What follows belongs to an exercise in optimizing a design on an open flow for small area and a short achievable clock period; a production flow would make more cautious choices. Where RTL was checked, it was by simulation tests only, not by an equivalence proof against the original. No functional check of the RTL was part of runs 3 and 4. Power is estimated from default activity; no workload was simulated.

### design/flow/flow/run.sh
#!/bin/bash
export BUFFER_PORTS_ARGS="-buffer_cell sky130_fd_sc_hd__buf_2"
bash standard.sh > standard.log 2>&1
### design/flow/standard.sh
#!/bin/bash
# synth_recipe.tcl (not shown) runs the flow's synth.tcl, then flattens the netlist and writes it again
# the make line also repeats each setting of config.mk as NAME=value (left out here)
make -C /OpenROAD-flow-scripts/flow DESIGN_CONFIG=/design/flow/config.mk WORK_HOME=/design/flow/orfs CLKGATE_MAP_FILE= SYNTH_SCRIPT=/design/flow/synth_recipe.tcl "${@:-finish}"
### design/flow/config.mk
export PLATFORM = sky130hd
export DESIGN_NAME = Compressor
export DESIGN_NICKNAME = Compressor
export VERILOG_FILES = /design/flow/design.v
export SDC_FILE = /design/flow/constraint.sdc
export NUM_CORES = 4
export LEC_CHECK = 0
export CAP_MARGIN = 20
export CORE_MARGIN = 2
export CORE_UTILIZATION = 60
export CTS_BUF_LIST = sky130_fd_sc_hd__clkbuf_16
export CTS_CLUSTER_DIAMETER = 100
export CTS_CLUSTER_SIZE = 30
export SLEW_MARGIN = 20
### design/flow/constraint.sdc
create_clock -name core_clock -period 16.0 [get_ports {CLK_8}]
set_input_delay 3.2000 -clock core_clock [delete_from_list [all_inputs] [get_ports {CLK_8}]]
set_output_delay 3.2000 -clock core_clock [all_outputs]
set_load 0.01 [all_outputs]
### design/flow/design.v
`timescale 1ns / 1ps
module rca #(parameter W = 8) (input [W-1:0] a, input [W-1:0] b, input ci, output [W-1:0] s);
    wire [W:0] c;
    assign c[0] = ci;
    genvar i;
    generate for (i = 0; i < W; i = i + 1) begin : bit_
        assign s[i] = a[i] ^ b[i] ^ c[i];
        assign c[i+1] = (a[i] & b[i]) | (c[i] & (a[i] ^ b[i]));
    end endgenerate
endmodule
module rinc #(parameter W = 8) (input [W-1:0] a, input ci, output [W-1:0] s);
    wire [W:0] c;
    assign c[0] = ci;
    genvar i;
    generate for (i = 0; i < W; i = i + 1) begin : bit_
        assign s[i] = a[i] ^ c[i];
        assign c[i+1] = a[i] & c[i];
    end endgenerate
endmodule
module csa #(parameter W = 8) (input [W-1:0] a, input [W-1:0] b, input [W-1:0] c, output [W-1:0] s, output [W-1:0] cy);
    assign s  = a ^ b ^ c;
    assign cy = (a & b) | (c & (a ^ b));
endmodule
module Compressor(CLK_8,RESET,Pixel,OB,SCLK);
input wire RESET,CLK_8;
input wire [7:0] Pixel;
output wire OB,SCLK;
reg [2:0] ph;
reg e0, e7;
wire [2:0] ph_inc;
rinc #(3) i_ph (ph, 1'b1, ph_inc);
always @(posedge CLK_8)
    if (RESET) begin ph <= 3'd0; e0 <= 1'b1; e7 <= 1'b0; end
    else begin ph <= ph_inc; e0 <= (ph == 3'd7); e7 <= (ph == 3'd6); end
reg [7:0] Col;
reg [8:0] rsum, rdif;
reg [1:0] turn;
reg [3:0] Cnt;
wire clip_c = (rsum < 9'd75) | (rsum > 9'd435)
            | (~rdif[8] & (rdif[7:0] > 8'd180))
            | ( rdif[8] & (rdif[7:0] < 8'd76));
wire nf_c = (rsum == 9'd0);
wire fp_c = (rsum == 9'd75) & (rdif == 9'd75);
wire tp_c = (rsum == 9'd77) & (rdif == 9'd77);
wire c0 = (Cnt == 4'd0), c1 = (Cnt == 4'd1), c2 = (Cnt == 4'd2), c3 = (Cnt == 4'd3);
wire c6 = (Cnt == 4'd6), c7 = (Cnt == 4'd7), c8 = (Cnt == 4'd8), c9 = (Cnt == 4'd9);
wire vss_c = (~tp_c | c6) & (c0 | c3 | c6 | c7 | c8 | c9);
wire v1_c = c1 | c2 | c7 | c8;
wire v2_c = c7 | c8;
wire uv_c = ~clip_c & (turn != 2'b00);
wire f_clip = clip_c;
wire f_vc   = vss_c & ~clip_c;
wire f_nf   = nf_c;
wire f_x1   = uv_c;
wire f_d1   = uv_c & v1_c & ~fp_c;
wire f_x2   = uv_c & v1_c;
wire f_d2   = uv_c & v2_c & ~tp_c;
wire [7:0] col_inc, rs_inc2;
wire [8:0] rs_inc, rd_inc;
wire [3:0] cnt_inc;
rinc #(8) i_ci (Col, 1'b1, col_inc);
rinc #(9) i_rsi (rsum, 1'b1, rs_inc);
rinc #(8) i_rs2 (rsum[8:1], 1'b1, rs_inc2);      
rinc #(9) i_rdi (rdif, 1'b1, rd_inc);
rinc #(4) i_ni (Cnt, 1'b1, cnt_inc);
reg rst_q;
always @(posedge CLK_8) rst_q <= RESET;
always @(posedge CLK_8)
    if (rst_q) begin
        if (RESET) begin
            Col <= 8'd254; rsum <= 9'd509; rdif <= 9'h1ff; turn <= 2'b10; Cnt <= 4'd0;
        end else begin
            Col <= 8'd255; rsum <= 9'd510; rdif <= 9'h000; turn <= 2'b00; Cnt <= 4'd0;
        end
    end else if (e0) begin
        if (turn == 2'b10) begin
            turn <= 2'b00;
            Col <= col_inc;
            if (Col == 8'd255) begin
                if (rsum == 9'd510) begin           
                    rsum <= 9'd0; rdif <= 9'd0;
                end else begin                      
                    rsum <= {~rs_inc2[7], rs_inc2[6:0], rsum[0]};    
                    rdif <= {~rdif[8], rdif[7:0]};                    
                end
            end else begin
                rsum <= rs_inc; rdif <= rd_inc;
            end
        end else
            turn <= {turn[0], ~turn[0]};
        if (~f_clip) Cnt <= (Cnt == 4'd11) ? 4'd0 : cnt_inc;
    end
reg [7:0] rR, rG, rB;
always @(posedge CLK_8) begin
    if (e0 && turn == 2'b10) rB <= Pixel;
    if (e7 && turn == 2'b01) rR <= Pixel;
    if (e7 && turn == 2'b10) rG <= Pixel;
end
wire clr = e0 & f_nf;               
wire [7:0] dx = (turn == 2'b00) ? rR : rG;
wire [7:0] dy = (turn == 2'b00) ? rG : rB;
wire [5:0] ddlo;
rca #(6) i_ddlo (.a({1'b0,dx[4:0]}), .b({1'b0,~dy[4:0]}), .ci(1'b1), .s(ddlo));
reg  [3:0] Dlo;                         
always @(posedge CLK_8) Dlo <= {ddlo[5], ddlo[4:2]};
wire [4:0] ddhi;
rca #(5) i_ddhi (.a({2'b00,dx[7:5]}), .b({2'b11,~dy[7:5]}), .ci(Dlo[3]), .s(ddhi));
reg  [3:0] Dhi;                         
always @(posedge CLK_8) Dhi <= ddhi[3:0];
wire [6:0] Q = {Dhi, Dlo[2:0]};         
wire [6:0] uvr;                         
rinc #(7) i_uvr ({Q[6],Q[6:1]}, Q[0], uvr);
wire [5:0] uvq = (uvr == 7'd32) ? 6'd31 : uvr[5:0];
reg  [5:0] P1;                          
always @(posedge CLK_8) if (e0) P1 <= uvq;
wire [8:0] yt;
rca #(9) i_yt (.a({1'b0,rR}), .b({1'b0,rB}), .ci(1'b0), .s(yt));
reg  [8:0] Ya;
always @(posedge CLK_8) Ya <= yt;
wire [8:0] yu;
rca #(9) i_yu (.a({1'b0,rG}), .b({1'b0,Ya[8:1]}), .ci(1'b0), .s(yu));
reg  [5:0] Yb;                          
always @(posedge CLK_8) Yb <= yu[8:3];
wire [5:0] yr;
rinc #(6) i_yr ({1'b0,Yb[5:1]}, Yb[0], yr);
reg  [4:0] P1y;
always @(posedge CLK_8) P1y <= yr[5] ? 5'd31 : yr[4:0];
reg [5:0] cX1, cX2, oX1, oX2;
reg [7:0] cDp, oDp;
reg [6:0] cY1, cY2, oY1, oY2;
reg [8:0] cEp, oEp;
wire swap = e0 & (turn != 2'b00);
wire [6:0] l1a_s, l1a_c, l1d;
csa #(7) i_l1a (.a({cX1[5],cX1}), .b(~{P1[5],P1[5],P1[5:1]}), .c(~{cX2[5],cX2[5],cX2[5:1]}), .s(l1a_s), .cy(l1a_c));
rca #(7) i_l1d (.a(l1a_s), .b({l1a_c[5:0], ~(P1[0] & cX2[0])}), .ci(1'b1), .s(l1d));
reg  [6:0] P2;
always @(posedge CLK_8) P2 <= l1d;
wire l1cl = (P2[1] & cDp[1]) | ((P2[1] ^ cDp[1]) & P2[0] & cDp[0]);
wire l1ov = (P2 == 7'd63) & (cDp == 8'd65);
wire [6:0] l1b_s, l1b_c, l1s;
csa #(7) i_l1b (.a({cX2[5],cX2}), .b({P2[6],P2[6],P2[6:2]}), .c({cDp[7],cDp[7:2]}), .s(l1b_s), .cy(l1b_c));
rca #(7) i_l1s (.a(l1b_s), .b({l1b_c[5:0], 1'b0}), .ci(l1cl), .s(l1s));
reg  [6:0] P3;
always @(posedge CLK_8) P3 <= {l1s[6] ^ l1ov, l1s[5:0]};
wire [7:0] l2a_s, l2a_c, l2d;
csa #(8) i_l2a (.a({cY1[6],cY1}), .b(~{P3[6],P3[6],P3[6:1]}), .c(~{cY2[6],cY2[6],cY2[6:1]}), .s(l2a_s), .cy(l2a_c));
rca #(8) i_l2d (.a(l2a_s), .b({l2a_c[6:0], ~(P3[0] & cY2[0])}), .ci(1'b1), .s(l2d));
reg  [7:0] P4;
always @(posedge CLK_8) P4 <= l2d;
wire l2cl = (P4[1] & cEp[1]) | ((P4[1] ^ cEp[1]) & P4[0] & cEp[0]);
wire [7:0] l2b_s, l2b_c, l2s;
csa #(8) i_l2b (.a({cY2[6],cY2}), .b({P4[7],P4[7],P4[7:2]}), .c({cEp[8],cEp[8:2]}), .s(l2b_s), .cy(l2b_c));
rca #(8) i_l2s (.a(l2b_s), .b({l2b_c[6:0], 1'b0}), .ci(l2cl), .s(l2s));
reg  [7:0] P5;
always @(posedge CLK_8) P5 <= l2s;
wire [7:0] P2p2;
rinc #(7) i_p2p2 ({P2[6],P2[6:1]}, 1'b1, P2p2[7:1]);
assign P2p2[0] = P2[0];
wire [8:0] P4p2;
rinc #(8) i_p4p2 ({P4[7],P4[7:1]}, 1'b1, P4p2[8:1]);
assign P4p2[0] = P4[0];
always @(posedge CLK_8)
    if (clr) begin
        cX1 <= 0; cX2 <= 0; oX1 <= 0; oX2 <= 0; cDp <= 8'd2; oDp <= 8'd2;
        cY1 <= 0; cY2 <= 0; oY1 <= 0; oY2 <= 0; cEp <= 9'd2; oEp <= 9'd2;
    end else if (swap) begin
        cX1 <= oX1; cX2 <= oX2; cDp <= oDp;
        cY1 <= oY1; cY2 <= oY2; cEp <= oEp;
        oX1 <= f_x1 ? P1  : cX1;
        oX2 <= f_x1 ? cX1 : cX2;
        oDp <= f_d1 ? P2p2 : cDp;
        oY1 <= f_x2 ? P3  : cY1;
        oY2 <= f_x2 ? cY1 : cY2;
        oEp <= f_d2 ? P4p2 : cEp;
    end
reg [7:0] pv0, pv1, pv2;
wire [7:0] dpcm_in = (turn == 2'b00) ? {3'b000,P1y} : P5;
wire [5:0] dflo;
rca #(6) i_dflo (.a({1'b0,dpcm_in[4:0]}), .b({1'b0,~pv0[4:0]}), .ci(1'b1), .s(dflo));
reg  [5:0] P6a;                         
always @(posedge CLK_8) P6a <= dflo;
wire [3:0] dfhi;
rca #(4) i_dfhi (.a({dpcm_in[7],dpcm_in[7:5]}), .b(~{pv0[7],pv0[7:5]}), .ci(P6a[5]), .s(dfhi));
wire [8:0] diff = {dfhi, P6a[4:0]};
reg  [8:0] P6;
always @(posedge CLK_8) P6 <= diff[8] ? {~diff[7:0],1'b1} : {diff[7:0],1'b0};
always @(posedge CLK_8)
    if (clr) begin
        pv0 <= 8'd0; pv1 <= 8'd0; pv2 <= 8'd0;
    end else if (e0) begin
        pv0 <= pv1; pv1 <= pv2;
        pv2 <= f_vc ? dpcm_in : pv0;
    end
reg [11:0] ac0, ac1, ac2;
reg [2:0]  NY, NU;
wire [2:0] N_in = (turn == 2'b00) ? NY : NU;
reg [3:0] leadA;
always @(*)
    casez (ac0)
        12'b1???????????: leadA = 4'd11;
        12'b01??????????: leadA = 4'd10;
        12'b001?????????: leadA = 4'd9;
        12'b0001????????: leadA = 4'd8;
        12'b00001???????: leadA = 4'd7;
        12'b000001??????: leadA = 4'd6;
        12'b0000001?????: leadA = 4'd5;
        12'b00000001????: leadA = 4'd4;
        12'b000000001???: leadA = 4'd3;
        12'b0000000001??: leadA = 4'd2;
        12'b00000000001?: leadA = 4'd1;
        default:          leadA = 4'd0;
    endcase
wire [1:0] leadN = N_in[2] ? 2'd3 : N_in[1] ? 2'd2 : N_in[0] ? 2'd1 : 2'd0;
wire [3:0] kdiff;
rca #(4) i_kd (.a(leadA), .b({2'b11,~leadN}), .ci(1'b1), .s(kdiff));
reg [3:0] Ka;
always @(posedge CLK_8) Ka <= kdiff;
wire [5:0] shN = {2'b00,N_in,1'b0} << Ka[1:0];
reg [1:0] Kb;
always @(posedge CLK_8)
    if (Ka[3])                           Kb <= 2'b00;
    else if (Ka[2] | (Ka[1:0] == 2'b11)) Kb <= 2'b11;
    else if (ac0[5:0] > shN)             Kb <= Ka[1:0] + 2'b01;
    else                                 Kb <= Ka[1:0];
wire [8:0]  quo = P6 >> Kb;
reg  [2:0]  rem;
always @(*)
    case (Kb)
        2'd0: rem = 3'b000;
        2'd1: rem = {2'b00,P6[0]};
        2'd2: rem = {1'b0,P6[1:0]};
        default: rem = P6[2:0];
    endcase
wire        esc = (quo[8:3] != 6'd0) | (quo[2:0] == 3'd7);
reg  [15:0] ones;
always @(*)
    case (quo[2:0])
        3'd0: ones = 16'h0000;
        3'd1: ones = 16'h0001;
        3'd2: ones = 16'h0003;
        3'd3: ones = 16'h0007;
        3'd4: ones = 16'h000f;
        3'd5: ones = 16'h001f;
        default: ones = 16'h003f;
    endcase
wire [15:0] cw2 = ({13'b0,rem} << (quo[2:0] + 3'd1)) | ones;
reg  [15:0] P7cw;
reg  [3:0]  P7lm1;
always @(posedge CLK_8) begin
    P7cw  <= ~(e7 & f_vc) ? 16'b0 : esc ? {P6,7'b1111111} : cw2;
    P7lm1 <= esc ? 4'd15 : ({2'b00,Kb} + {1'b0,quo[2:0]});
end
wire [6:0] aclo;
rca #(7) i_aclo (.a({1'b0,ac0[5:0]}), .b({1'b0,P6[5:0]}), .ci(1'b0), .s(aclo));
reg  [6:0] Alo;
always @(posedge CLK_8) Alo <= aclo;
wire [5:0] achi;
rca #(6) i_achi (.a(ac0[11:6]), .b({3'b000,P6[8:6]}), .ci(Alo[6]), .s(achi));
wire [11:0] acsum = {achi, Alo[5:0]};
wire [2:0] ny_inc, nu_inc;
rinc #(3) i_nyi (NY, 1'b1, ny_inc);
rinc #(3) i_nui (NU, 1'b1, nu_inc);
wire n7 = (N_in == 3'b111);
always @(posedge CLK_8)
    if (clr) begin
        ac0 <= 0; ac1 <= 0; ac2 <= 0; NY <= 0; NU <= 0;
    end else if (e0) begin
        ac0 <= ac1; ac1 <= ac2;
        ac2 <= ~f_vc ? ac0 : n7 ? {1'b0,ac0[11:1]} : acsum;
        if (f_vc & (turn == 2'b00)) NY <= n7 ? 3'b011 : ny_inc;
        if (f_vc & (turn == 2'b10)) NU <= n7 ? 3'b011 : nu_inc;
    end
reg [39:0] fifo;
reg [5:0]  sreg;    
reg        nz;      
wire push = e0 & f_vc & ~rst_q;
wire [39:0] shifted = {24'b0,P7cw} << sreg;
wire [5:0] s_add, s_dec;
rca #(6) i_sadd (.a(sreg), .b({2'b00,P7lm1}), .ci(1'b0), .s(s_add));
rca #(6) i_sdec (.a(sreg), .b(6'b111111), .ci(1'b0), .s(s_dec));
always @(posedge CLK_8) begin
    fifo <= {1'b0,fifo[39:1]} | shifted;
    if (RESET | rst_q) nz <= 1'b0;
    else               nz <= push | (sreg != 6'd0);
    if (rst_q)         sreg <= 6'd0;
    else if (push)     sreg <= s_add;
    else               sreg <= (sreg == 6'd0) ? 6'd0 : s_dec;
end
assign OB = fifo[0];
assign SCLK = nz;
endmodule
==> results of run 1 <==
## where the power goes
| group | internal, mW | switching [mW] |
|---|---|---|
| clock | 0.197 | 0.285 |
| sequential | 1.29 | 0.258 |
| combinational | 0.604 | 0.660 |
| total | 2.09 | 1.20 |
## logic make-up (layout without fill, tap and decap cells)
logic type	Yosys count	count (layout)	synth area share (%)
AO/OA/AOI/OAI	348	348	11.7
adder cells (fa/ha/maj)	184	184	16.4
buffers and inverters	226	184	4.96
AND/OR/NAND/NOR	441	441	11.8
multiplexers	151	151	9.31
XOR/XNOR	21	21	1.03
flip-flops	372	372	44.8
## sequential cells by signal (all words and copies together), names as in the netlist, 12 cells and up
register	flops
P7cw	16
ac0	12
ac1	12
ac2	12
fifo	40
## worst max path at each step
stage / start / to / slack [ns] / cells after the start
detailed placement: RESET / rsum[0] / 11.87 / 3
global placement: RESET / rsum[0] / 11.92 / 3
floorplan: RESET / rdif[0] / 12.07 / 3
global route: nz / SCLK / 11.70 / 1
CTS: nz / SCLK / 11.73 / 1
finish: nz / SCLK / 11.72 / 1
## per-layer routing
metal	up-vias	track usage, %	share of wire [%]
li1	5875	-	-
met1	5698	29.9	47
met2	128	40.2	49
met3	36	2.13	2.4
met4	0	4.27	1.5
met5	-	0	0
## synth_stat cells, types with 18 or more instances
| cell type | number | share of area (%) |
|---|---|---|
| ha_1 | 99 | 6.9 |
| or2_2 | 19 | 0.66 |
| inv_1 | 139 | 2.9 |
| nand3_1 | 20 | 0.56 |
| mux2_2 | 21 | 1.3 |
| clkbuf_1 | 62 | 1.3 |
| mux2i_1 | 119 | 6.6 |
| nor2_1 | 106 | 2.2 |
| a21o_1 | 18 | 0.75 |
| o21ai_0 | 83 | 2.3 |
| edfxtp_1 | 58 | 9.7 |
| nand2_1 | 182 | 3.8 |
| a21oi_1 | 155 | 4.3 |
| fa_1 | 85 | 9.5 |
| dfxtp_1 | 314 | 35 |
## cell usage in the layout, fill, tap and decap left out, types with 7 or more instances in the layout
| cell | count |
|---|---|
| buf_2 | 11 |
| or2_2 | 19 |
| nand4_1 | 10 |
| o21bai_1 | 8 |
| nand2b_1 | 16 |
| clkbuf_16 | 17 |
| dfxtp_1 | 313 |
| and2_1 | 12 |
| a21oi_1 | 155 |
| nor2b_1 | 7 |
| o21ai_0 | 83 |
| nand2_1 | 182 |
| edfxtp_1 | 58 |
| and3_1 | 10 |
| ha_1 | 99 |
| nor2_1 | 105 |
| mux2i_1 | 119 |
| a221o_1 | 17 |
| nor3_1 | 14 |
| mux4_2 | 10 |
| o22ai_1 | 15 |
| nor4_1 | 9 |
| mux2_2 | 21 |
| nand3_1 | 20 |
| xnor2_1 | 14 |
| buf_4 | 9 |
| xor2_1 | 7 |
| inv_1 | 142 |
| a31oi_1 | 7 |
| a21o_1 | 18 |
| fa_1 | 85 |
## stage by stage
stage                     setup WS, ns  hold WS (ns)  area, µm²
after floorplan                  12.07         0.382      17900
after global placement           11.92         0.385      18200
after global routing             11.70         0.428      18600
after detailed placement         11.87         0.388      18200
after CTS                        11.73         0.414      18600
final                            11.72         0.412      18600
## layout make-up
cell class	count	area share, %
multi-input cells	1145	48.3
flip-flops and latches	372	43.1
inverters	141	2.84
well taps	390	2.62
clock buffers	17	2.28
repair buffers	20	0.658
clock inverters	6	0.201
==> run summary, run 1 <==
register area share after synthesis=44.8%; Iter 0 DRT Violations=726; Starting Density=60.8%; clk slew on worst S/H paths=0.12 ns; crit path cell chain=buf_2; worst slew pin tran=1.09 ns; Final period util=26.7%; worst-skew pair later-pin latency=0.53 ns; vias=between 10000 and 15000; FF+latch count, synth=372; fillcell total=2454; setup_tns=0 ns; Final Setup Violations=0; Reg2Reg Depth=12; All-Layer GR Usage=between 20% and 30%; first-pass GRT wire length=~57 mm; CP endpoint kind=output pin; Worst VDD drop=between 0.1 and 0.15 mV; max-cap violation count=0; hold buffers post-CTS=0; Final Hold Fails=0; Critical Path RT=12.80 ns; per-cell routed wire length=16.5 µm; Final Max Tran Viols=0; post_cts resized=0; Worst Hold Depth=1; ys async rst share=0%; max frequency=0.234 GHz; Mapped Area=17900 µm²; Layout Skew=0.0289 ns; io pins=12; Buf/Inv on CP=1; Synth Instances=between 1500 and 2000; Critical R2R Capture=P4[7]; Leak=8.19 nW; vias in the first global route=11400; TritonCTS buffer count=16; min-delay src=fifo[11]; die height=177 µm; CP max stage delay=0.40 ns; worst r2r src=cY1[0]; Hold WC Path Type=reg2reg; DIE AREA=31300 µm²; RSZ-0062 raised after global routing=false; Cell Pwr Density=176 nW/µm²; syn_nets=1937; hold path endpoint=fifo[10]; CP max stage cell=dfxtp_1; Finished Core Util=63.2%; Final nets=1890; minimum clock period=4.28 ns; Synth warnings=1; Rows=63; Routed WL=~34 mm; clock sinks=between 300 and 400; register area=8030 µm²; Final ANT Viol Nets=0; Multi-input gate area=9010 µm²; Critical Path Fanout Max=1; DRC viols=0; Max-Slew Margin vs Limit=27.6%; ANT cells=0; Cells after DPL=2068; core area=29500 µm²; CP Class=reg2out; vias per cell=around 5.6; GRT overflow=0; Max Root-Sink Buffers=3; post-detail-place hpwl=23.9 mm; CP arrival=1.08 ns; initial antenna violation count=0; Initial DRT Pass Iterations=6; top cell family by delay on the critical path=flip-flops; ys flop type=dfxtp_1; Startpoint Class=flop; number of I/O port buffers=11; P&R area growth vs syn=4.07%; synth unique cells=75; Avg Cell Area, Syn=10.3 µm²; Setup Buffers After CTS=0; Post-Layout Cell Count=2091; Tot Pwr=about 3.3 mW; largest net degree at the start of global routing=89; Die X=177 µm; number of flops mapped to enable cells by yosys=58; Reg2Reg Setup Slack=12.08 ns; share of cells above drive strength 1=6.82%; Root Driver=clkbuf_16; final RePlAce weighted congestion=0.837; CTS tree=done; status=no timing/DRC/antenna violations; H-Tree Depth=1
==> inputs of run 2 (changes only) <==
--- a/design/flow/config.mk
+++ b/design/flow/config.mk
@@ -8,7 +8,7 @@
 export CAP_MARGIN = 20
 export CORE_MARGIN = 2
 export CORE_UTILIZATION = 60
-export CTS_BUF_LIST = sky130_fd_sc_hd__clkbuf_16
-export CTS_CLUSTER_DIAMETER = 100
-export CTS_CLUSTER_SIZE = 30
+export CTS_BUF_LIST = sky130_fd_sc_hd__clkbuf_8
+export CTS_CLUSTER_DIAMETER = 80
+export CTS_CLUSTER_SIZE = 18
 export SLEW_MARGIN = 20
==> run 2 against run 1 <==
Still clean. Hold slack got worse by 0.00067 ns. Clock skew increased by 0.0096 ns. Global-route usage increased by 0.073 points. Utilization decreased by 0.28 points. Non-clock buffer count unchanged. Clock power decreased by 11%. Critical endpoint unchanged. Largest power group unchanged.
==> run summary, run 2 <==
status=no timing/DRC/antenna violations; initial antenna violation count=0; CP arrival=1.12 ns; final RePlAce weighted congestion=0.837; RSZ-0062 raised after global routing=false; met1 WL=16.3 mm; TritonCTS buffer count=24; Die X=177 µm; Largest Register=fifo; DRC viols=0; area share of the largest cell type after synthesis=35.1%; Reg2Reg Depth=12; synth cell count leaders=dfxtp_1 (314), nand2_1 (182), a21oi_1 (155); CP Class=reg2out; minimum clock period=4.32 ns; sw power=1.20 mW; P&R area growth vs syn=3.60%; Setup Buffers After CTS=0; Synth Instances=1743; CP max stage delay=between 0.3 and 0.4 ns; Avg Cell Area, Syn=about 10 µm²; register area=8030 µm²; Iter 0 DRT Violations=between 600 and 700; H-Tree Depth=1; most common cell after layout, fill and taps aside=dfxtp_1; post-synth top area cell=dfxtp_1; core area=just under 30000 µm²; ys async rst share=0%; Critical Path Fanout Max=1; Critical R2R Capture=P4[7]; All-Layer GR Usage=between 20% and 30%; Clock Power Share=13.3%; metal2 WL=roughly 17 mm; most frequent cell after synthesis=dfxtp_1; Startpoint Class=flop; Final Hold Fails=0; first-pass GRT wire length=about 57 mm; ANT cells=0; Initial DRT Pass Iterations=7; max reg flops=40; number of I/O port buffers=11; GRT overflow=0; syn_nets=1937; biggest regs=fifo (40), P7cw (16); worst r2r src=cY1[0]; post_cts resized=0; Combinational Power Share=~39%; Hold WC Path Type=reg2reg; die height=177 µm; hold slack=0.411 ns; hold buffers post-CTS=0; Final Max Tran Viols=0; CTS tree=done; max-cap violation count=0; fillcell total=2487; CP max stage cell=dfxtp_1; FF+latch count, synth=372; Final nets=1898; min-delay src=fifo[11]; Layout Skew=0.0385 ns; Reg2Reg Setup Slack=12.06 ns; Place WS=11.87 ns; vias=11800; Starting Density=60.8%; per-cell routed wire length=around 16 µm; Pint=2.03 mW; Leak=8.17 nW; Switching Share=between 30% and 40%; register area share after synthesis=44.8%; crit path cell chain=buf_2; Critical Path RT=between 10 and 15 ns; top cell family by delay on the critical path=flip-flops; Cell Pwr Density=174 nW/µm²; Tot Pwr=roughly 3.2 mW; Max-Slew Margin vs Limit=between 20% and 30%; most frequent cells in the layout=dfxtp_1 (313), nand2_1 (182), a21oi_1 (155); Final period util=27.0%; DIE AREA=31300 µm²; sequential fraction of design power=47.7%; Worst Hold Depth=1; io pins=12; Root Driver=clkbuf_8; Worst VDD drop=0.146 mV; Max Root-Sink Buffers=3; met3 WL=743 µm; synth unique cells=75; Routed WL=34.7 mm; post-detail-place hpwl=23.9 mm; vias in the first global route=11400; Mapped Area=17900 µm²; CP endpoint kind=output pin; worst slew pin tran=between 1 and 1.5 ns; worst-skew pair later-pin latency=0.60 ns; setup ws final=around 12 ns; setup_tns=0 ns; vias per cell=5.60; Buf/Inv on CP=1; share of cells above drive strength 1=7.13%; Top Metal Used=met4; ys flop type=dfxtp_1; Synth warnings=1; clk slew on worst S/H paths=approximately 0.12 ns; top cells by area, synth=dfxtp_1 (35%), edfxtp_1 (9.7%), fa_1 (9.5%), ha_1 (6.9%), mux2i_1 (6.6%); Final Setup Violations=0; hold path endpoint=fifo[10]; largest net degree at the start of global routing=89; Multi-input gate area=about 9000 µm²; Final ANT Viol Nets=0; number of flops mapped to enable cells by yosys=58; Rows=63; max frequency=about 0.23 GHz; clock sinks=372
[run 2: cell count changes in the layout (fill, tap and decap cells not counted), sizes merged]
cell    change
clkinv      -2
clkbuf      +8
inv         +4
[run 2: cell type report]
| type | instances | area share [%] |
|---|---|---|
| clock buffers | 25 | 1.85 |
| repair buffers | 20 | 0.661 |
| flip-flops and latches | 372 | 43.3 |
| well taps | 390 | 2.63 |
| multi-input cells | 1145 | 48.5 |
| inverters | 141 | 2.85 |
| clock inverters | 8 | 0.189 |
[run 2: metrics by stage]
step | area (µm²) | std cells | util [%]
floorplan | 17900 | 1743 | -
global placement | 18200 | 2068 | 61.7
detailed placement | 18200 | 2068 | 61.7
CTS | 18600 | 2101 | 62.9
global route | 18600 | 2101 | 63.0
finish | 18600 | 2101 | 63.0
[run 2: routing by layer]
metal	track usage, %	vias to the layer above
li1	-	5885
met1	30.0	5718
met2	40.1	132
met3	2.08	38
met4	4.72	0
met5	0	-
[run 2: how the worst max path moves through the flow]
stage | from | end | slack (ns) | depth (start not counted)
5_1_grt | nz | SCLK | 11.63 | 1
3_3_place_gp | RESET | rsum[0] | 11.92 | 3
3_5_place_dp | RESET | rsum[0] | 11.87 | 3
6_report | nz | SCLK | 11.68 | 1
4_1_cts | nz | SCLK | 11.64 | 1
2_1_floorplan | RESET | rdif[0] | 12.07 | 3
[run 2: kinds of logic after synthesis]
logic type | count (synthesis) | synth area share [%]
adders and majority gates | 184 | 16.4
AOI/OAI and AO/OA | 348 | 11.7
xor gates and xnor gates | 21 | 1.03
and+or+nand+nor | 441 | 11.8
muxes | 151 | 9.31
buffers and inverters | 226 | 4.96
DFF | 372 | 44.8
[run 2: power by group through the flow]
| stage | combinational [mW] | clock, mW | sequential (mW) |
|---|---|---|---|
| finish | 1.26 | 0.429 | 1.54 |
| global placement | 1.24 | 0 | 1.56 |
| CTS | 1.28 | 0.446 | 1.55 |
| floorplan | 1.02 | 0 | 1.47 |
| global route | 1.47 | 0.473 | 1.59 |
| detailed placement | 1.28 | 0 | 1.57 |
==> inputs of run 3 (changes only) <==
--- a/design/flow/design.v
+++ b/design/flow/design.v
@@ -17,10 +17,6 @@
         assign c[i+1] = a[i] & c[i];
     end endgenerate
 endmodule
-module csa #(parameter W = 8) (input [W-1:0] a, input [W-1:0] b, input [W-1:0] c, output [W-1:0] s, output [W-1:0] cy);
-    assign s  = a ^ b ^ c;
-    assign cy = (a & b) | (c & (a ^ b));
-endmodule
 module Compressor(CLK_8,RESET,Pixel,OB,SCLK);
 input wire RESET,CLK_8;
 input wire [7:0] Pixel;
@@ -48,13 +44,16 @@
 wire v1_c = c1 | c2 | c7 | c8;
 wire v2_c = c7 | c8;
 wire uv_c = ~clip_c & (turn != 2'b00);
-wire f_clip = clip_c;
-wire f_vc   = vss_c & ~clip_c;
-wire f_nf   = nf_c;
-wire f_x1   = uv_c;
-wire f_d1   = uv_c & v1_c & ~fp_c;
-wire f_x2   = uv_c & v1_c;
-wire f_d2   = uv_c & v2_c & ~tp_c;
+reg f_clip, f_vc, f_nf, f_x1, f_d1, f_x2, f_d2;
+always @(posedge CLK_8) begin
+    if (RESET) begin f_clip <= 1'b1; f_vc <= 1'b0; end
+    else begin f_clip <= clip_c; f_vc <= vss_c & ~clip_c; end
+    f_nf <= nf_c;
+    f_x1 <= uv_c;
+    f_d1 <= uv_c & v1_c & ~fp_c;
+    f_x2 <= uv_c & v1_c;
+    f_d2 <= uv_c & v2_c & ~tp_c;
+end
 wire [7:0] col_inc, rs_inc2;
 wire [8:0] rs_inc, rd_inc;
 wire [3:0] cnt_inc;
@@ -63,15 +62,9 @@
 rinc #(8) i_rs2 (rsum[8:1], 1'b1, rs_inc2);      
 rinc #(9) i_rdi (rdif, 1'b1, rd_inc);
 rinc #(4) i_ni (Cnt, 1'b1, cnt_inc);
-reg rst_q;
-always @(posedge CLK_8) rst_q <= RESET;
-always @(posedge CLK_8)
-    if (rst_q) begin
-        if (RESET) begin
-            Col <= 8'd254; rsum <= 9'd509; rdif <= 9'h1ff; turn <= 2'b10; Cnt <= 4'd0;
-        end else begin
-            Col <= 8'd255; rsum <= 9'd510; rdif <= 9'h000; turn <= 2'b00; Cnt <= 4'd0;
-        end
+always @(posedge CLK_8)
+    if (RESET) begin
+        Col <= 8'd254; rsum <= 9'd509; rdif <= 9'h1ff; turn <= 2'b10; Cnt <= 4'd0;
     end else if (e0) begin
         if (turn == 2'b10) begin
             turn <= 2'b00;
@@ -130,27 +123,28 @@
 reg [6:0] cY1, cY2, oY1, oY2;
 reg [8:0] cEp, oEp;
 wire swap = e0 & (turn != 2'b00);
-wire [6:0] l1a_s, l1a_c, l1d;
-csa #(7) i_l1a (.a({cX1[5],cX1}), .b(~{P1[5],P1[5],P1[5:1]}), .c(~{cX2[5],cX2[5],cX2[5:1]}), .s(l1a_s), .cy(l1a_c));
-rca #(7) i_l1d (.a(l1a_s), .b({l1a_c[5:0], ~(P1[0] & cX2[0])}), .ci(1'b1), .s(l1d));
+wire [6:0] l1dt;
+rca #(7) i_l1dt (.a({P1[5],P1}), .b({cX2[5],cX2}), .ci(1'b0), .s(l1dt));
+wire [6:0] l1d;
+rca #(7) i_l1d (.a({cX1[5],cX1}), .b(~{l1dt[6],l1dt[6:1]}), .ci(1'b1), .s(l1d));
 reg  [6:0] P2;
 always @(posedge CLK_8) P2 <= l1d;
-wire l1cl = (P2[1] & cDp[1]) | ((P2[1] ^ cDp[1]) & P2[0] & cDp[0]);
-wire l1ov = (P2 == 7'd63) & (cDp == 8'd65);
-wire [6:0] l1b_s, l1b_c, l1s;
-csa #(7) i_l1b (.a({cX2[5],cX2}), .b({P2[6],P2[6],P2[6:2]}), .c({cDp[7],cDp[7:2]}), .s(l1b_s), .cy(l1b_c));
-rca #(7) i_l1s (.a(l1b_s), .b({l1b_c[5:0], 1'b0}), .ci(l1cl), .s(l1s));
+wire [7:0] l1st;
+rca #(8) i_l1st (.a({P2[6],P2}), .b(cDp), .ci(1'b0), .s(l1st));
+wire [6:0] l1s;
+rca #(7) i_l1s (.a({cX2[5],cX2}), .b({l1st[7],l1st[7:2]}), .ci(1'b0), .s(l1s));
 reg  [6:0] P3;
-always @(posedge CLK_8) P3 <= {l1s[6] ^ l1ov, l1s[5:0]};
-wire [7:0] l2a_s, l2a_c, l2d;
-csa #(8) i_l2a (.a({cY1[6],cY1}), .b(~{P3[6],P3[6],P3[6:1]}), .c(~{cY2[6],cY2[6],cY2[6:1]}), .s(l2a_s), .cy(l2a_c));
-rca #(8) i_l2d (.a(l2a_s), .b({l2a_c[6:0], ~(P3[0] & cY2[0])}), .ci(1'b1), .s(l2d));
+always @(posedge CLK_8) P3 <= l1s;
+wire [7:0] l2dt;
+rca #(8) i_l2dt (.a({P3[6],P3}), .b({cY2[6],cY2}), .ci(1'b0), .s(l2dt));
+wire [7:0] l2d;
+rca #(8) i_l2d (.a({cY1[6],cY1}), .b(~{l2dt[7],l2dt[7:1]}), .ci(1'b1), .s(l2d));
 reg  [7:0] P4;
 always @(posedge CLK_8) P4 <= l2d;
-wire l2cl = (P4[1] & cEp[1]) | ((P4[1] ^ cEp[1]) & P4[0] & cEp[0]);
-wire [7:0] l2b_s, l2b_c, l2s;
-csa #(8) i_l2b (.a({cY2[6],cY2}), .b({P4[7],P4[7],P4[7:2]}), .c({cEp[8],cEp[8:2]}), .s(l2b_s), .cy(l2b_c));
-rca #(8) i_l2s (.a(l2b_s), .b({l2b_c[6:0], 1'b0}), .ci(l2cl), .s(l2s));
+wire [8:0] l2st;
+rca #(9) i_l2st (.a({P4[7],P4}), .b(cEp), .ci(1'b0), .s(l2st));
+wire [7:0] l2s;
+rca #(8) i_l2s (.a({cY2[6],cY2}), .b({l2st[8],l2st[8:2]}), .ci(1'b0), .s(l2s));
 reg  [7:0] P5;
 always @(posedge CLK_8) P5 <= l2s;
 wire [7:0] P2p2;
@@ -247,7 +241,7 @@
 reg  [15:0] P7cw;
 reg  [3:0]  P7lm1;
 always @(posedge CLK_8) begin
-    P7cw  <= ~(e7 & f_vc) ? 16'b0 : esc ? {P6,7'b1111111} : cw2;
+    P7cw  <= esc ? {P6,7'b1111111} : cw2;
     P7lm1 <= esc ? 4'd15 : ({2'b00,Kb} + {1'b0,quo[2:0]});
 end
 wire [6:0] aclo;
@@ -273,18 +267,22 @@
 reg [39:0] fifo;
 reg [5:0]  sreg;    
 reg        nz;      
-wire push = e0 & f_vc & ~rst_q;
+wire push = e0 & f_vc;
 wire [39:0] shifted = {24'b0,P7cw} << sreg;
 wire [5:0] s_add, s_dec;
 rca #(6) i_sadd (.a(sreg), .b({2'b00,P7lm1}), .ci(1'b0), .s(s_add));
 rca #(6) i_sdec (.a(sreg), .b(6'b111111), .ci(1'b0), .s(s_dec));
 always @(posedge CLK_8) begin
-    fifo <= {1'b0,fifo[39:1]} | shifted;
-    if (RESET | rst_q) nz <= 1'b0;
-    else               nz <= push | (sreg != 6'd0);
-    if (rst_q)         sreg <= 6'd0;
-    else if (push)     sreg <= s_add;
-    else               sreg <= (sreg == 6'd0) ? 6'd0 : s_dec;
+    fifo <= {1'b0,fifo[39:1]} | (push ? shifted : 40'b0);
+    if (RESET) begin
+        sreg <= 6'd0; nz <= 1'b0;
+    end else if (push) begin
+        sreg <= s_add;
+        nz   <= 1'b1;
+    end else begin
+        sreg <= (sreg == 6'd0) ? 6'd0 : s_dec;
+        nz   <= (sreg != 6'd0);
+    end
 end
 assign OB = fifo[0];
 assign SCLK = nz;
==> design/flow/run.sh (new file) <==
#!/bin/bash
# synth_recipe.tcl (not shown) runs the flow's synth.tcl, then flattens the netlist and writes it again
# the make line also repeats each setting of config.mk as NAME=value (left out here)
make -C /OpenROAD-flow-scripts/flow DESIGN_CONFIG=/design/flow/config.mk WORK_HOME=/design/flow/orfs CLKGATE_MAP_FILE= SYNTH_SCRIPT=/design/flow/synth_recipe.tcl finish
==> design/flow/config.mk (replaced) <==
export PLATFORM = sky130hd
export DESIGN_NAME = Compressor
export DESIGN_NICKNAME = Compressor
export VERILOG_FILES = /design/flow/design.v
export SDC_FILE = /design/flow/constraint.sdc
export NUM_CORES = 4
export LEC_CHECK = 0
export CAP_MARGIN = 20
export CORE_MARGIN = 2
export CORE_UTILIZATION = 40
export SLEW_MARGIN = 20
removed: design/flow/flow/run.sh
removed: design/flow/standard.sh
==> run 3 against run 2 <==
Clock power rose by 120%. Hold slack got worse by 0.035 ns. Total power rose by 14%. Die area rose by 51%. Register-to-register slack got worse by 0.30 ns. Area after synthesis rose by 1.5%. Combinational power rose by 8%. Critical path depth did not move. Fmax fell by 7.6%. Sequential share of layout area fell by 4.0 points. Global-route usage fell by 6.6 points. Sequential power fell by 8%. Largest cell class unchanged. Largest power group unchanged. Highest routed layer unchanged.
==> run summary, run 3 <==
status=no timing/DRC/antenna violations; biggest regs=fifo (40), P7cw (16); Max Root-Sink Buffers=3; synth unique cells=81; CP max stage cell=clkdlybuf4s50_1; crit path cell chain=clkdlybuf4s50_1; vias in the first global route=roughly 12000; most frequent cells in the layout=dfxtp_1 (347), nand2_1 (242), inv_1 (204); Final period util=29.2%; Max-Slew Margin vs Limit=32.9%; clock sinks=roughly 380; Critical Path RT=12.80 ns; top cell family by delay on the critical path=buffers and inverters; CP endpoint kind=output pin; number of I/O port buffers=11; CTS tree=done; post-synth top area cell=dfxtp_1; Critical Path Fanout Max=1; DRC viols=0; ANT cells=0; vias per cell=between 5 and 6; Cells after DPL=2386; area share of the largest cell type after synthesis=38.3%; post-layout instance area=about 20000 µm²; initial antenna violation count=0; minimum clock period=4.68 ns; GRT overflow=0; Finished Core Util=44.4%; vias=12500; final RePlAce weighted congestion=0.810; Startpoint Class=flop; first-pass GRT wire length=approximately 62 mm; Combinational Power Share=36.6%; All-Layer GR Usage=15.9%; Die X=approximately 220 µm; Final ANT Viol Nets=0; top cells by area, synth=dfxtp_1 (38%), fa_1 (9.4%), ha_1 (6.8%), mux2i_1 (5.9%), nand2_1 (5.0%); Synth Instances=1866; FF+latch count, synth=378; P&R area growth vs syn=10.1%; Layout Skew=0.0349 ns; H-Tree Depth=2; core area=between 40000 and 50000 µm²; Root Driver=clkbuf_16; syn_nets=2060; clk slew on worst S/H paths=0.06 ns; worst-skew pair later-pin latency=0.57 ns; most common cell after layout, fill and taps aside=dfxtp_1; Iter 0 DRT Violations=779; Initial DRT Pass Iterations=5; post-detail-place hpwl=25.4 mm; max frequency=0.214 GHz; largest net degree at the start of global routing=~130; fillcell total=4336; CP max stage delay=0.56 ns; Post-Layout Cell Count=2457; sequential fraction of design power=38.2%; max reg flops=40; Rows=a little under 80; RSZ-0062 raised after global routing=false; Final nets=2023; CP Class=reg2out; Pint=2.35 mW; most frequent cell after synthesis=dfxtp_1; Starting Density=40.3%; synth cell count leaders=dfxtp_1 (348), nand2_1 (242), inv_1 (205); Avg Cell Area, Syn=9.74 µm²; worst slew pin tran=1.00 ns; Hold WC Path Type=reg2reg; Mapped Area=18200 µm²; Final Hold Fails=0; Setup Buffers After CTS=0; DIE AREA=47200 µm²; Leak=8.26 nW; Worst VDD drop=~0.086 mV; Final Max Tran Viols=0; Cell Pwr Density=185 nW/µm²; Synth warnings=1; sw power=between 1 and 1.5 mW; Buf/Inv on CP=1; CP arrival=roughly 1.5 ns; die height=~220 µm; number of flops mapped to enable cells by yosys=30; max-cap violation count=0; io pins=12; ys async rst share=0%; TritonCTS buffer count=41; Final Setup Violations=0; Routed WL=36.8 mm; post_cts resized=0; Largest Register=fifo; share of cells above drive strength 1=under 10%; Clock Power Share=approximately a quarter; Switching Share=36.5%; Cell Area, Placed=18700 µm²; per-cell routed wire length=15.0 µm; ys flop type=dfxtp_1; register area share after synthesis=43.3%; setup_tns=0 ns; hold buffers post-CTS=0
-- run 3: cell count changes after synthesis, sizes merged, moves of 10 or more --
cell,before,now
a211o,1,11
a211oi,4,52
a21oi,155,97
buf,23,45
dfxtp,314,348
edfxtp,58,30
inv,141,205
mux2i,119,108
nand2,182,243
nor2,106,93
o21ai,86,51
o22ai,16,53
-- run 3: layout make-up --
cell class / instances / area, µm² / area share, %
Multi-Input combinational cell: 1175 / 9070 / 45.3
Sequential cell: 378 / 7870 / 39.3
Clock buffer: 60 / 1230 / 6.14
Inverter: 207 / 777 / 3.88
Tap cell: 600 / 751 / 3.75
Timing Repair Buffer: 26 / 226 / 1.13
Clock inverter: 11 / 98.8 / 0.494
-- run 3: path summary, 6_finish.rpt --
path,start,end,slack (ns),cells past startpoint
max,nz,SCLK,11.32,1
min reg2reg,P6[6],P7cw[13],0.38,0
max reg2reg,P4[1],P5[6],11.76,11
min,P6[6],P7cw[13],0.38,0
-- run 3: per-stage QoR --
stage | worst slack [ns] | power, mW | hold slack [ns]
floorplan | 11.92 | 2.42 | 0.382
global placement | 11.03 | 2.76 | 0.390
detailed placement | 10.99 | 2.81 | 0.391
CTS | 11.28 | 3.76 | 0.388
global route | 11.28 | 4.02 | 0.402
finish | 11.32 | 3.70 | 0.376
-- run 3: routing by layer --
metal	vias to the layer above	track usage, %	share of wire (%)
met5	-	0	0
met4	0	5.89	2.7
met3	65	2.53	3.9
met2	203	26.5	46
met1	5989	20.8	47
li1	6248	-	-
-- run 3: power groups by stage --
| stage | clock [mW] | sequential (mW) | combinational, mW |
|---|---|---|---|
| 4_1_cts | 0.958 | 1.42 | 1.38 |
| 3_5_place_dp | 0 | 1.44 | 1.37 |
| 6_report | 0.933 | 1.42 | 1.36 |
| 3_3_place_gp | 0 | 1.43 | 1.33 |
| 2_1_floorplan | 0 | 1.35 | 1.06 |
| 5_1_grt | 0.993 | 1.45 | 1.57 |
-- run 3: cells by family (layout without fill, tap and decap cells) --
group                      count (synthesis)  count (layout)  synth area share (%)
AOI/OAI and AO/OA                        364             364                  13.3
xor gates and xnor gates                  18              18                 0.867
adders and majority gates                184             184                  16.2
buffers and inverters                    313             304                  6.90
DFF                                      378             378                  43.3
muxes                                    129             129                  7.56
and+or+nand+nor                          480             480                  11.9
==> inputs of run 4 (changes only) <==
==> design/flow/flow/run.sh (new file) <==
#!/bin/bash
export BUFFER_PORTS_ARGS="-buffer_cell sky130_fd_sc_hd__buf_2"
bash standard.sh > standard.log 2>&1
==> design/flow/standard.sh (new file) <==
#!/bin/bash
# synth_recipe.tcl (not shown) runs the flow's synth.tcl, then flattens the netlist and writes it again
# the make line also repeats each setting of config.mk as NAME=value (left out here)
make -C /OpenROAD-flow-scripts/flow DESIGN_CONFIG=/design/flow/config.mk WORK_HOME=/design/flow/orfs CLKGATE_MAP_FILE= SYNTH_SCRIPT=/design/flow/synth_recipe.tcl "${@:-finish}"
removed: design/flow/run.sh
==> run 4 against run 3 <==
Hold slack better by 0.025 ns. Clock power up 4.7%. Setup slack better by 0.38 ns. Via count up 0.35%. Die area unchanged. Synthesized cell count unchanged. Routed wire length about the same. Utilization up 0.089 points. Register-to-register slack better by 0.05 ns. Flip-flop and latch count unchanged. Combinational power about the same. Final cell count up 0.20%. Highest routed layer unchanged.
==> run summary, run 4 <==
core area=45100 µm²; CP arrival=1.10 ns; Cell Pwr Density=187 nW/µm²; Max Root-Sink Buffers=3; hold buffers post-CTS=0; post-synth top area cell=dfxtp_1; TritonCTS buffer count=43; post_cts resized=0; CP max stage delay=0.37 ns; worst slew pin tran=between 1 and 1.5 ns; synth unique cells=81; register area share after synthesis=between 40% and 50%; Routed WL=36.7 mm; GRT overflow=0; Final Max Tran Viols=0; CP max stage cell=dfxtp_1; FF+latch count, synth=about 380; max-cap violation count=0; first-pass GRT wire length=62.3 mm; DRC viols=0; crit path cell chain=buf_2; Reg2Reg Setup Slack=11.81 ns; most frequent cells in the layout=dfxtp_1 (347), nand2_1 (242), inv_1 (205); number of flops mapped to enable cells by yosys=30; Avg Cell Area, Syn=9.74 µm²; CTS tree=done; Synth warnings=1; CP Class=reg2out; post-detail-place hpwl=25.6 mm; hold slack=0.402 ns; syn_nets=2060; Largest Register=fifo; Setup Buffers After CTS=0; number of I/O port buffers=11; Die X=217 µm; max reg flops=40; vias in the first global route=~13000; Final period util=26.8%; final RePlAce weighted congestion=0.834; most frequent cell after synthesis=dfxtp_1; Critical Path RT=12.80 ns; DIE AREA=47200 µm²; vias=12500; Root Driver=clkbuf_16; RSZ-0062 raised after global routing=false; Hold WC Path Type=reg2reg; clock sinks=around 380; status=no timing/DRC/antenna violations; Synth Instances=between 1500 and 2000; All-Layer GR Usage=16.0%; worst-skew pair later-pin latency=0.58 ns; top cell family by delay on the critical path=flip-flops; Layout Skew=around 0.034 ns; Mapped Area=18200 µm²; max frequency=0.233 GHz; H-Tree Depth=2; ys async rst share=0%; Startpoint Class=flop; most common cell after layout, fill and taps aside=dfxtp_1; vias per cell=5.10; P&R area growth vs syn=10.4%; clk slew on worst S/H paths=0.06 ns; biggest regs=fifo (40), P7cw (16); Starting Density=between 40% and 50%; synth cell count leaders=dfxtp_1 (348), nand2_1 (242), inv_1 (205); Buf/Inv on CP=1; per-cell routed wire length=14.9 µm; Final Setup Violations=0; CP endpoint kind=output pin; ys flop type=dfxtp_1; setup_tns=0 ns; ANT cells=0; Worst VDD drop=0.0909 mV; minimum clock period=~4.3 ns; share of cells above drive strength 1=under 10%; Initial DRT Pass Iterations=5; Final nets=2026; Leak=roughly 8.3 nW; top cells by area, synth=dfxtp_1 (38%), fa_1 (9.4%), ha_1 (6.8%), mux2i_1 (5.9%), nand2_1 (5.0%); Rows=78; Final ANT Viol Nets=0; die height=around 220 µm; largest net degree at the start of global routing=between 100 and 150; area share of the largest cell type after synthesis=roughly two fifths; Max-Slew Margin vs Limit=30.7%; Final Hold Fails=0; Critical Path Fanout Max=1; fillcell total=4304; io pins=12; initial antenna violation count=0; Iter 0 DRT Violations=649
==> run 4: cell types whose count changed in the layout (fill, tap and decap cells not counted), moves of 2 or more <==
cell,before,now
clkinv_2,6,3
bufinv_16,1,3
buf_2,0,11
clkdlybuf4s50_1,11,0
clkbuf_1,8,10
==> run 4: worst paths after layout <==
kind           start      end  cells past startpoint
max reg2reg   cEp[1]    P5[6]                     11
min          fifo[3]  fifo[2]                      1
max               nz     SCLK                      1
min reg2reg  fifo[3]  fifo[2]                      1
==> run 4: metal layers <==
metal / part of all wire [%] / vias up / wire length (µm) / global-route usage, %
li1: - / 6267 / - / -
met1: 47 / 5988 / 17100 / 21.1
met2: 47 / 227 / 17200 / 26.7
met3: 4.1 / 67 / 1490 / 2.98
met4: 2.5 / 0 / 901 / 4.95
met5: 0 / - / 0 / 0
==> run 4: kinds of logic (layout without fill, tap and decap cells) <==
kind of cell,after synthesis,in the layout,synth area share (%)
mux,129,129,7.56
simple gates,480,480,11.9
compound gates,364,364,13.3
flops,378,378,43.3
xor+xnor,18,18,0.867
buf+inv,313,309,6.90
fa+ha+maj,184,184,16.2
==> run 4: area by class of cell <==
class / count / area [µm²] / area share (%)
Inverter: 207 / 777 / 3.87
Clock buffer: 61 / 1220 / 6.10
Clock inverter: 14 / 190 / 0.948
Timing Repair Buffer: 27 / 188 / 0.936
Tap cell: 600 / 751 / 3.74
Multi-Input combinational cell: 1175 / 9060 / 45.2
Sequential cell: 378 / 7870 / 39.2
==> run 4: power by group <==
group / switching [mW] / internal [mW] / total [mW]
registers: 0.198 / 1.22 / 1.42
logic: 0.768 / 0.585 / 1.35
clock network: 0.394 / 0.582 / 0.977
total: 1.36 / 2.39 / 3.75
==> run 4: stage by stage <==
step           area (µm²)  total power [mW]  setup WS (ns)  instances  util [%]
5_1_grt             20100              4.06          11.51       2462      44.5
3_3_place_gp        18600              2.75          11.29       2386      41.3
2_1_floorplan       18200              2.42          11.92       1866         -
4_1_cts             20000              3.80          11.66       2461      44.4
6_report            20100              3.75          11.70       2462      44.5
3_5_place_dp        18600              2.80          11.23       2386      41.3

## static timing again, ports no longer ideal
Ports are ideal in the flow. The routed layouts listed here were re-timed in OpenROAD. Step 1, drivers: a clkbuf_16 drives CLK_8 and a buf_2 each remaining input, both assumed. Step 2, shift: input delay + t, output delay - t, t = (earliest + latest rising clock arrival at the registers) / 2. This alone moves slack from input paths to output paths. Three values: ideal ports, drivers, drivers and shift; two values: the first two.
run | shift t [ns] | setup slack, ns | worst setup path after step 2 | slew at the worst register clock pin (ns)
run 1 | 0.569 | 11.722 / 11.670 / 11.905 | input to register | 0.12 / 0.12
run 2 | 0.629 | 11.676 / 11.629 / 11.920 | input to register | 0.12 / 0.12
run 3 | 0.603 | 11.323 / 11.272 / 11.039 | input to register | 0.06 / 0.06
run 4 | 0.621 | 11.705 / 11.650 / 11.241 | input to register | 0.06 / 0.06
After both steps every run listed still meets setup and hold. For run 4, which loses most, drivers alone change the setup slack by -0.055 ns; drivers and shift together by -0.464 ns.
